What follows belongs to an exercise in optimizing a design on an open flow for small area; a production flow would make more cautious choices. RTL that was checked went through simulation tests only; none was proved equivalent to the original. No activity file was given, so power comes from the tool's default toggle rates.

==> 12-23 <==
// crypto_dimension
module crypto_dimension(
    input clk,
    input btns,
    input btnr,
    input btnd,
    input btnl,
    input btnu,
    input rst,
    input echo,
    input [15:0] sw,
    output led16_b,
    output led16_g,
    output led16_r,
    output led17_b,
    output led17_g,
    output led17_r,
    output trig,
    output [15:0] Led,
    output wire [7:0] seg,
    output wire [7:0] an
);
==> flow/config.mk <==
export PLATFORM = sky130hd
export DESIGN_NAME = crypto_dimension
export DESIGN_NICKNAME = crypto_dimension
export VERILOG_FILES = /design/flow/design.v
export SDC_FILE = /design/flow/constraint.sdc
export NUM_CORES = 8
export LEC_CHECK = 0
export ABC_AREA = 1
export CAP_MARGIN = 0
export CORE_MARGIN = 2
export CORE_UTILIZATION = 40
export SLEW_MARGIN = 0
==> flow/constraint.sdc <==
create_clock -name core_clock -period 250.0 [get_ports {clk}]
set_input_delay 50.0000 -clock core_clock [delete_from_list [all_inputs] [get_ports {clk}]]
set_output_delay 50.0000 -clock core_clock [all_outputs]
set_load 0.01 [all_outputs]
standard.sh (not shown) runs the stock make flow with config.mk's settings and CLKGATE_MAP_FILE= SYNTH_SCRIPT=/design/flow/synth_recipe.tcl, a recipe that flattens the netlist after the stock synthesis.
==> flow/flow/run.sh <==
#!/bin/bash
# Own layout flow:
#  1. the standard synthesis (standard.sh synth), unchanged;
#  2. its combinational logic mapped again for area with Yosys and ABC
#     (remap.tcl, remap.abc); every register and tie cell stays as it is;
#  3. the standard layout from floorplan to finish on that netlist, with
#     the clock tree built without dummy loads (CTS_ARGS).
# Each tool's output goes to a log file of its own in the work folder.
set -euo pipefail
WORK=$(pwd)
RES=$WORK/orfs/results/$FLOW_PLATFORM/crypto_dimension/base
PLAT=$FLOW_HOME/platforms/$FLOW_PLATFORM

bash standard.sh synth > 1_synth_standard.log 2>&1
cp "$RES/1_2_yosys.v" "$WORK/1_2_yosys_standard.v"

export REMAP_LIB=$PLAT/lib/sky130_fd_sc_hd__tt_025C_1v80.lib
export REMAP_IN=$WORK/1_2_yosys_standard.v
export REMAP_TOP=$FLOW_TOP
export REMAP_ABC=$WORK/flow/remap.abc
export REMAP_OUT=$RES/1_2_yosys.v
export REMAP_DONT_USE="$(sed -n '/DONT_USE_CELLS += /,/^$/p' "$PLAT/config.mk" | tr -d '\\' | sed 's/export DONT_USE_CELLS += //' | tr '\n' ' ')"
yosys -c flow/remap.tcl > 1_remap.log 2>&1
rm -f "$RES/1_synth.odb" "$RES/1_synth.sdc"

# delay cells are no use here: setup slack is large and hold is met with buffers
export DONT_USE_CELLS="sky130_fd_sc_hd__clkdlybuf4s15_1 sky130_fd_sc_hd__clkdlybuf4s15_2 sky130_fd_sc_hd__clkdlybuf4s18_1 sky130_fd_sc_hd__clkdlybuf4s18_2 sky130_fd_sc_hd__clkdlybuf4s25_1 sky130_fd_sc_hd__clkdlybuf4s25_2 sky130_fd_sc_hd__clkdlybuf4s50_1 sky130_fd_sc_hd__clkdlybuf4s50_2"
export CTS_ARGS="-sink_clustering_enable -repair_clock_nets -sink_clustering_size 20 -sink_clustering_max_diameter 50 -buf_list sky130_fd_sc_hd__clkbuf_8 -dont_use_dummy_load"
bash standard.sh > 2_layout.log 2>&1
Other scripts of this flow, unchanged in this note and not shown: flow/flow/remap.abc, flow/flow/remap.tcl
==> 02-25 (differences from 12-23) <==
--- a/flow/design.v
+++ b/flow/design.v
@@ -263,27 +263,31 @@
     reg [15:0] enc_mask;
     reg [1:0] units;
     reg [1:0] dimension;
     reg [1:0] measurements_left;
     reg [1:0] dimension_id;
     reg [10:0] dim0, dim1, dim2;
     reg [1:0] l16;       
     reg l17_blue;        
+    localparam [2:0] SEL_ZERO = 3'd0, SEL_A = 3'd1, SEL_B = 3'd2,
+                     SEL_ORIG = 3'd3, SEL_SEC = 3'd4, SEL_FIRST = 3'd5;
     reg [6:0] storage_id;
     reg storage_full;
     reg [6:0] current;
     reg orig_valid;
     reg [18:0] orig_data;
     reg [18:0] sec_data;
     reg [18:0] first_data;
-    reg [18:0] prev_data;
-    reg prev_fetch;
-    reg [18:0] hist_val;
-    reg [1899:0] ring;
+    reg [18:0] buf_a;
+    reg [18:0] buf_b;
+    reg [2:0] disp_sel;
+    reg [2:0] next_sel;
+    reg next_fetch;      
+    reg [1880:0] ring;   
     reg [6:0] rot;
     reg pend_a;          
     reg pend_b;          
     reg [6:0] pend_slot;     
     reg [18:0] mul_lo;
     assign Led = sw & {16{auth}};
     assign led16_b = l16[1];
     assign led16_g = l16[0];
@@ -308,30 +312,30 @@
             end
             cc = 1'b0;
             for (j = 0; j < 19; j = j + 1) begin
                 mul19x11[j] = s[j] ^ cy[j] ^ cc;
                 cc = (s[j] & cy[j]) | (s[j] & cc) | (cy[j] & cc);
             end
         end
     endfunction
-    function [6:0] add_mod100;
+    function [6:0] add_mod99;
         input [6:0] a;
         input [6:0] b;
         reg [7:0] sum;
         reg cc;
         integer j;
         begin
             cc = 1'b0;
             for (j = 0; j < 7; j = j + 1) begin
                 sum[j] = a[j] ^ b[j] ^ cc;
                 cc = (a[j] & b[j]) | (a[j] & cc) | (b[j] & cc);
             end
             sum[7] = cc;
-            add_mod100 = (sum >= 8'd100) ? sum - 8'd100 : sum[6:0];
+            add_mod99 = (sum >= 8'd99) ? sum - 8'd99 : sum[6:0];
         end
     endfunction
     function [6:0] up_target;
         input [6:0] c;
         input [6:0] size;
         begin
             if (c == 7'd0 || c == 7'd127)
                 up_target = size - 7'd1;
@@ -342,19 +346,19 @@
     reg rl, unlock, set_pw, auth_n, uu, ss, commit;
     reg [15:0] orig_lo;
     reg [6:0] sid_m1, size, c1, c2, cur_n, sid_inc, sid_n, size_n, x_n, newest_n, second_n;
     reg full_n;
     reg [1:0] id_a, id_b;
     reg [10:0] fac, d0n, d1n, d2n, mc;
     reg [1:0] ml_la, id_la;
     reg [10:0] ma_la, mb_la, mul_y;
-    reg [18:0] mul_x, mul_out;
-    reg [18:0] prod, hist_n, prev_n, sel_val;
-    reg prev_fetch_n;
+    reg [18:0] mul_x, mul_out, hist_val;
+    reg [2:0] sel_jump, disp_n, next_n, fetch_to;
+    reg next_fetch_n, load_a, load_b;
     reg [6:0] add_a, slot;
     reg [18:0] tap;
     reg [6:0] slot_a, wslot;
     reg wr_a, wr_b, wr;
     reg [18:0] wdata;
     integer k;
     always @(*) begin
         rl = (r | l) & auth & rst;
@@ -391,115 +395,136 @@
         else if (ml_la == 2'd2)
             mb_la = (id_la == 2'd2) ? dim1 : 11'd1;
         else
             mb_la = (id_la == 2'd2) ? dim1 : dim2;
         mc = (id_a < measurements_left || measurements_left == 2'd0) ? fac : 11'd1;
         mul_x = s ? mul_lo : {8'd0, ma_la};
         mul_y = s ? mc : mb_la;
         mul_out = mul19x11(mul_x, mul_y);
-        prod = mul_out;
         sid_inc = (storage_id == 7'd99) ? 7'd0 : storage_id + 7'd1;
         sid_n = commit ? sid_inc : storage_id;
         full_n = storage_full | (commit && storage_id == 7'd99);
         size_n = full_n ? 7'd100 : sid_n;
         cur_n = ss ? ((sid_n != 7'd0) ? sid_n - 7'd1 : 7'd0) : c2;
         if (storage_id >= 7'd2 || (storage_id == 7'd1 && storage_full))
-            sel_val = sec_data;
+            sel_jump = SEL_SEC;
         else if (storage_id == 7'd1 || storage_full)
-            sel_val = orig_data;
+            sel_jump = SEL_ORIG;
         else
-            sel_val = 19'd0;
+            sel_jump = SEL_ZERO;
         if (ss)
-            hist_n = (sid_n == 7'd0) ? first_data : (commit ? prod : orig_data);
+            disp_n = (sid_n == 7'd0) ? SEL_FIRST : SEL_ORIG;
         else if (uu && rl)
-            hist_n = sel_val;
+            disp_n = sel_jump;
         else if (uu)
-            hist_n = prev_data;
+            disp_n = next_sel;
         else if (rl)
-            hist_n = (storage_id == 7'd0) ? 19'd0 : orig_data;
+            disp_n = (storage_id == 7'd0) ? SEL_ZERO : SEL_ORIG;
         else
-            hist_n = hist_val;
+            disp_n = disp_sel;
         x_n = up_target(cur_n, size_n);
         newest_n = (sid_n == 7'd0) ? 7'd99 : sid_n - 7'd1;
         second_n = (newest_n == 7'd0) ? 7'd99 : newest_n - 7'd1;
-        add_a = commit ? sid_inc : x_n;
-        slot = add_mod100(add_a, rot);
+        if (commit)
+            add_a = (storage_id == 7'd0) ? 7'd2 : (storage_id == 7'd99) ? 7'd1 : storage_id + 7'd1;
+        else
+            add_a = x_n;
+        slot = add_mod99(add_a, rot);
         tap = 19'd0;
         for (k = 0; k < 13; k = k + 1)
             if (slot[6:3] == k)
                 tap = ring[152*k +: 19];
-        prev_fetch_n = 1'b0;
+        fetch_to = (disp_n == SEL_A) ? SEL_B : SEL_A;
+        next_fetch_n = 1'b0;
+        load_a = 1'b0;
+        load_b = 1'b0;
         if (ss) begin
             if (commit)
-                prev_n = (sid_n >= 7'd2 || (sid_n == 7'd1 && full_n)) ? orig_data : prod;
+                next_n = (sid_n >= 7'd2 || (sid_n == 7'd1 && full_n)) ? SEL_SEC : SEL_ORIG;
             else
-                prev_n = sel_val;
+                next_n = sel_jump;
         end else if (rl && !uu) begin
-            prev_n = sel_val;
-        end else if (uu || prev_fetch) begin
+            next_n = sel_jump;
+        end else if (uu || next_fetch) begin
             if (x_n == 7'd127)
-                prev_n = 19'd0;
+                next_n = SEL_ZERO;
             else if (x_n == newest_n)
-                prev_n = orig_data;
+                next_n = SEL_ORIG;
             else if (x_n == second_n)
-                prev_n = sec_data;
-            else if (slot[2:0] == 3'd0)
-                prev_n = tap;
+                next_n = SEL_SEC;
+            else if (x_n == 7'd0)
+                next_n = SEL_FIRST;
             else begin
-                prev_n = prev_data;
-                prev_fetch_n = 1'b1;
+                next_n = fetch_to;
+                if (slot[2:0] == 3'd0) begin
+                    load_a = (fetch_to == SEL_A);
+                    load_b = (fetch_to == SEL_B);
+                end else begin
+                    next_fetch_n = 1'b1;
+                end
             end
         end else begin
-            prev_n = prev_data;
+            next_n = next_sel;
         end
-        slot_a = (pend_slot >= 7'd99) ? 7'd0 : pend_slot + 7'd1;
+        case (disp_sel)
+            SEL_A: hist_val = buf_a;
+            SEL_B: hist_val = buf_b;
+            SEL_ORIG: hist_val = orig_data;
+            SEL_SEC: hist_val = sec_data;
+            SEL_FIRST: hist_val = first_data;
+            default: hist_val = 19'd0;
+        endcase
+        slot_a = (pend_slot >= 7'd98) ? 7'd0 : pend_slot + 7'd1;
         wr_a = pend_a && (slot_a[3:0] == 4'd0);
         wr_b = pend_b && (pend_slot[3:0] == 4'd0);
         wr = wr_a | wr_b;
         wslot = wr_a ? slot_a : pend_slot;
         wdata = wr_a ? orig_data : sec_data;
     end
     genvar p;
     generate
-        for (p = 0; p < 100; p = p + 1) begin : ring_slot
+        for (p = 0; p < 99; p = p + 1) begin : ring_slot
             if (p % 16 == 0) begin : ins
                 always @(posedge clk)
                     ring[19*p +: 19] <= (wr && wslot[6:4] == p / 16) ? wdata
-                                                                     : ring[19*((p + 99) % 100) +: 19];
+                                                                     : ring[19*((p + 98) % 99) +: 19];
             end else begin : sh
                 always @(posedge clk)
                     ring[19*p +: 19] <= ring[19*(p - 1) +: 19];
             end
         end
     endgenerate
     always @(posedge clk) begin
-        rot <= (rot >= 7'd99) ? 7'd0 : rot + 7'd1;
+        rot <= (rot >= 7'd98) ? 7'd0 : rot + 7'd1;
         mul_lo <= mul_out;
-        prev_data <= prev_n;
         pend_slot <= commit ? slot : slot_a;
         if (~rst) begin
             pend_a <= 1'b0;
             pend_b <= 1'b0;
         end else if (commit) begin
-            pend_a <= 1'b1;
+            pend_a <= (storage_id != 7'd0);
             pend_b <= pend_a & ~wr_a;
         end else begin
             pend_a <= pend_a & ~wr_a;
             pend_b <= pend_b & ~wr_b;
         end
+        if (load_a)
+            buf_a <= tap;
+        if (load_b)
+            buf_b <= tap;
     end
     always @(posedge clk) begin
         if (rst) begin
             measurements_left <= dimension + 2'd1;
             if (commit) begin
-                orig_data <= prod;
+                orig_data <= mul_out;
                 sec_data <= orig_data;
                 if (storage_id == 7'd0)
-                    first_data <= prod;
+                    first_data <= mul_out;
             end
         end
     end
     always @(posedge clk) begin
         if (~rst) begin
             rst_seen <= 1'b1;
             offset <= 3'd7;
             dat <= 0;
@@ -512,18 +537,19 @@
             dim0 <= 0;
             dim1 <= 0;
             dim2 <= 0;
             l16 <= 0;
             storage_id <= 0;
             storage_full <= 1'b0;
             current <= 7'd127;
             orig_valid <= 1'b0;
-            prev_fetch <= 1'b1;
-            hist_val <= 0;
+            disp_sel <= SEL_ZERO;
+            next_sel <= SEL_ZERO;
+            next_fetch <= 1'b0;
         end else begin
             rst_seen <= 1'b0;
             offset <= rst_seen ? 3'd7 : offset + 3'd1;
             if (units[1] ? (l16 == 2'b10) : (l16 == 2'b01)) begin
                 l16 <= 2'b00;
             end else begin
                 l16 <= units[1] ? 2'b10 : 2'b01;
                 l17_blue <= units[1] ^ units[0];
@@ -549,18 +575,19 @@
                 dimension_id <= id_a;
             end
             if (commit) begin
                 orig_valid <= 1'b1;
                 storage_id <= sid_n;
                 storage_full <= full_n;
             end
             current <= cur_n;
-            hist_val <= hist_n;
-            prev_fetch <= prev_fetch_n;
+            disp_sel <= disp_n;
+            next_sel <= next_n;
+            next_fetch <= next_fetch_n;
         end
     end
     debouncer dbs(clk, rst, btns, s, );
     debouncer dbr(clk, rst, btnr, r, r_next);
     debouncer dbl(clk, rst, btnl, l, l_next);
     debouncer dbu(clk, rst, btnu, u, );
     debouncer_long dbd(clk, rst, btnd, d, d_long);
     sonic MEASUREMENT(clk, rst, echo, trig, good_data, dist_m, dist_ft, dist_in);
--- a/flow/flow/run.sh
+++ b/flow/flow/run.sh
@@ -18,12 +18,12 @@
 export REMAP_IN=$WORK/1_2_yosys_standard.v
 export REMAP_TOP=$FLOW_TOP
 export REMAP_ABC=$WORK/flow/remap.abc
 export REMAP_OUT=$RES/1_2_yosys.v
 export REMAP_DONT_USE="$(sed -n '/DONT_USE_CELLS += /,/^$/p' "$PLAT/config.mk" | tr -d '\\' | sed 's/export DONT_USE_CELLS += //' | tr '\n' ' ')"
 yosys -c flow/remap.tcl > 1_remap.log 2>&1
 rm -f "$RES/1_synth.odb" "$RES/1_synth.sdc"
 
-# delay cells are no use here: setup slack is large and hold is met with buffers
-export DONT_USE_CELLS="sky130_fd_sc_hd__clkdlybuf4s15_1 sky130_fd_sc_hd__clkdlybuf4s15_2 sky130_fd_sc_hd__clkdlybuf4s18_1 sky130_fd_sc_hd__clkdlybuf4s18_2 sky130_fd_sc_hd__clkdlybuf4s25_1 sky130_fd_sc_hd__clkdlybuf4s25_2 sky130_fd_sc_hd__clkdlybuf4s50_1 sky130_fd_sc_hd__clkdlybuf4s50_2"
+# plain buffers on the ports (the delay cells the default picks are larger)
+export BUFFER_PORTS_ARGS="-buffer_cell sky130_fd_sc_hd__buf_1"
 export CTS_ARGS="-sink_clustering_enable -repair_clock_nets -sink_clustering_size 20 -sink_clustering_max_diameter 50 -buf_list sky130_fd_sc_hd__clkbuf_8 -dont_use_dummy_load"
 bash standard.sh > 2_layout.log 2>&1
Settings changed: CORE_UTILIZATION 40 to 60, PLACE_DENSITY from default to 0.72.
==> summary of the runs <==
Against 12-23, the non-clock buffer count of 02-25 is lower by 16.
Of 02-25 and 12-23, 12-23 has the higher clock skew (gap 0.0040 ns).
In 12-23 the fmax is smaller than in 02-25, by 0.68%.
Between 02-25 and 12-23, the lower count of clock-buffer cells in the layout is in 12-23 (gap 3).
02-25 completed with no timing, DRC or antenna violations. 12-23 finished clean.
In sequential power, 02-25 and 12-23 hardly differ.
Against 12-23, the final area of 02-25 is lower by about 3.3%.
Core utilization: 12-23 is lower than 02-25 (21 points).
==> figures <==
quantity                                                                02-25                    12-23
Largest net degree at the start of global routing                          55                       52
Slew @ Worst Pin                                                      1.23 ns                  1.30 ns
Non-CTS buffers                                                           120                      136
Net switching power                                                    126 uW                   146 uW
Layout buffering overhead excluding clock cells                        0.0104                   0.0172
Flip-flop count of the largest register after layout                     1881                     1900
Power consumed by the clock network                                    153 uW                   154 uW
1st-iter DRT viols                                                       3310                     3027
Multi-input gate area                                            0.0139 sq mm             0.0142 sq mm
Tcrit/Tclk final                                                        0.403                    0.405
Status                                                complete, no violations  complete, no violations
Area used by sequential logic in the layout                      0.0461 sq mm             0.0461 sq mm
Cells on worst reg2reg path                                                69                       55
Cell area after layout                                           0.0655 sq mm             0.0677 sq mm
Flip-flop and latch share of the layout cell area                       0.704                    0.681
Nets                                                                     5367                     5571
The RTL of 02-25 was laid out without a check of its function.

static timing again, ports no longer ideal:
How much do the figures lean on ideal ports? The routed layouts below were timed once more, with nothing changed but the port constraints.
Step 1 (the two cells are an assumption about what drives the block):
set clk [get_ports {clk}]
set_driving_cell -lib_cell sky130_fd_sc_hd__clkbuf_16 $clk
set_driving_cell -lib_cell sky130_fd_sc_hd__buf_2 [delete_from_list [all_inputs] $clk]
Step 2 also shifts input and output timing later by t, the mid clock arrival at the registers, as if the neighbouring blocks saw the same clock.
Slacks: no drivers / after step 1 / after step 2; pairs: no drivers / after step 1.
| run | t, ns | setup slack, ns | hold slack, ns | latest minus earliest clock arrival (ns) | worst register clock-pin slew, ns |
|---|---|---|---|---|---|
| 12-23 | 0.920 | 148.670 / 148.632 / 148.632 | 0.269 / 0.269 / 0.269 | 0.130 / 0.130 | 0.11 / 0.11 |
| 02-25 | 0.871 | 149.361 / 149.335 / 149.335 | 0.268 / 0.268 / 0.268 | 0.121 / 0.122 | 0.12 / 0.12 |
After both steps setup and hold are still met in every run listed. The setup slack of 12-23, which loses most, moves by -0.038 ns with the drivers and by -0.038 ns with both steps.
